From an optimization exercise on the open Yosys and OpenROAD flow, aimed at small area, a short achievable clock period and few clock cycles; shortcuts taken in it are not production practice. Function was checked by simulation only, so behaviour that the tests miss may differ from the original. Power figures rest on the tool's default switching activity, not on a simulated workload.

Setup of the previous run:
// LASER
module LASER (
    input CLK,
    input RST,
    input [3:0] X,
    input [3:0] Y,
    output reg [3:0] C1X,
    output reg [3:0] C1Y,
    output reg [3:0] C2X,
    output reg [3:0] C2Y,
    output reg DONE
);
    reg        loading;
    reg [5:0]  lcnt;
    reg        pre;          
    reg        fc;           
    reg        ev;           
    reg        dr;           
    reg        dr2;          
    reg [1:0]  sweep;
    reg [3:0]  g;
    reg        s1v;
    reg [3:0]  s1g;
    reg        s1z, s1l;     
    reg [5:0]  cnt [0:15];
    reg [5:0]  best;
    reg [3:0] px [0:39];
    reg [3:0] py [0:39];
    reg [3:0] rh [0:39];
    reg [3:0] rl [0:39];
    reg       fm [0:39];
    wire [3:0] fx = (dr ? (sweep == 2'd1) : (sweep == 2'd2)) ? C1X : C2X;
    wire [3:0] fy = (sweep == 2'd2) ? C1Y : C2Y;
    reg  [3:0] nr;
    reg        rs1, rs2, rsn;    
    wire [3:0] nrow = ({4{rs1}} & C1Y) | ({4{rs2}} & C2Y) | ({4{rsn}} & nr);
    wire [39:0] fnew;
    reg  [15:0] fxoh;        
    always @(posedge CLK) fxoh <= 16'd1 << fx;
    wire [15:0] hit [0:39];
    wire [3:0]  nh [0:39];
    wire [3:0]  nl [0:39];
    genvar i, j;
    generate
        for (i = 0; i < 40; i = i + 1) begin : pt
            lpt u (.hi(rh[i]), .lo(rl[i]), .fxoh(fxoh), .hit(hit[i]), .fnew(fnew[i]));
            lpre w (.px(px[(i + 1) % 40]), .py(py[(i + 1) % 40]), .cy(nrow), .hi(nh[i]), .lo(nl[i]));
        end
    endgenerate
    wire [39:0] fmn;
    wire        fen = pre | fc | ev;       
    generate
        for (i = 0; i < 40; i = i + 1) begin : fmb
            assign fmn[i] = fc ? fnew[(i + 1) % 40] : pre ? (nl[i] == 4'd0) : fm[(i + 1) % 40];
        end
    endgenerate
    integer k;
    always @(posedge CLK) begin
        for (k = 0; k < 39; k = k + 1) begin
            px[k] <= px[k+1];
            py[k] <= py[k+1];
        end
        px[39] <= loading ? X : px[0];
        py[39] <= loading ? Y : py[0];
        for (k = 0; k < 40; k = k + 1) fm[k] <= fmn[k];
        for (k = 0; k < 40; k = k + 1) begin
            rh[k] <= (fen && fmn[k]) ? 4'd15 : nh[k];
  ...
Size in the first run: about 8500 cells after synthesis, roughly 850 flip-flops, about 74000 um^2 of cells after synthesis.
==> flow/config.mk <==
export PLATFORM = sky130hd
export DESIGN_NAME = LASER
export DESIGN_NICKNAME = LASER
export VERILOG_FILES = /design/flow/design.v
export SDC_FILE = /design/flow/constraint.sdc
export NUM_CORES = 4
export LEC_CHECK = 0
export CAP_MARGIN = 20
export CORE_MARGIN = 2
export CORE_UTILIZATION = 55
export GPL_ROUTABILITY_DRIVEN = 1
export GPL_TIMING_DRIVEN = 0
export SLEW_MARGIN = 20
==> flow/constraint.sdc <==
create_clock -name core_clock -period 22.0 [get_ports {CLK}]
set_input_delay 4.4000 -clock core_clock [delete_from_list [all_inputs] [get_ports {CLK}]]
set_output_delay 4.4000 -clock core_clock [all_outputs]
set_load 0.01 [all_outputs]
standard.sh (not shown) runs the stock make flow with config.mk's settings and CLKGATE_MAP_FILE= SYNTH_SCRIPT=/design/flow/synth_recipe.tcl, a recipe that flattens the netlist after the stock synthesis.
==> flow/flow/run.sh <==
#!/bin/bash
# Layout flow: the standard flow (standard.sh, unchanged synthesis and
# steps) with two changes to how the layout is made:
#  - the port buffers are buf_4 cells instead of the smallest buffer, so the
#    fixed input and output delays leave more of the period to the design;
#  - timing repair aims at a setup slack margin, so that the resizer also
#    works on paths that meet the 22 ns clock easily; the clock period and
#    the constraints are the design's.
# make's full output goes to standard.log; each ORFS step keeps its own log
# under orfs/logs.
set -euo pipefail
bash standard.sh \
  "BUFFER_PORTS_ARGS=-buffer_cell sky130_fd_sc_hd__buf_4" \
  SETUP_SLACK_MARGIN=16.0 \
  finish > standard.log 2>&1
The previous run finished end to end and its layout was clean on timing, DRC and antenna.
Testbench counts of the previous run, summed over its fixed seeds: cycles 12,152.
Relative to the previous run, the following input files were edited for the current run:
Settings: CTS_CLUSTER_SIZE: unset -> 30.
diff --git a/flow/flow/run.sh b/flow/flow/run.sh
--- a/flow/flow/run.sh
+++ b/flow/flow/run.sh
@@ -14 +14 @@
-  SETUP_SLACK_MARGIN=16.0 \
+  SETUP_SLACK_MARGIN=16.3 \
--- outcome ---
The current run completed end to end with timing, DRC and antenna clean. For final HPWL from detailed placement, the current run and the previous run come out practically identical. Re area after synthesis: no difference whatsoever between the current run and the previous run. Diff the current run..the previous run | total power per unit cell area | negligible. Looking at register share of the cell area, the current run sits 0.19 points below the previous run. Average detailed-routed wire length per instance, the current run vs the previous run: up slightly. Comparing the two runs side by side, the current run comes out ahead of the previous run on final setup slack of the worst path.

## re-timing with driven ports
The flow's constraints put no driver on any port. The routed layouts listed below were extracted and timed again, unchanged, in two steps. Step 1 assumes that a clkbuf_16 drives the clock port and a buf_2 every other input. Step 2, shift: input delay + t, output delay - t, t = (earliest + latest rising clock arrival at the registers) / 2. This alone moves slack from input paths to output paths. Three values: no drivers, after step 1, after step 2; two values: the first two.
run	shift t [ns]	setup WS [ns]	worst setup path at the end	clock arrival spread, ns	worst data-port slew with drivers (ns)
the previous run	0.802	16.060 / 16.060 / 16.044	input to register	0.042 / 0.042	0.05
the current run	0.807	16.301 / 16.235 / 16.046	input to register	0.040 / 0.040	0.05
After both steps every run listed still meets setup and hold. The setup slack of the current run, which loses most, moves by -0.066 ns with the drivers and by -0.255 ns with both steps.
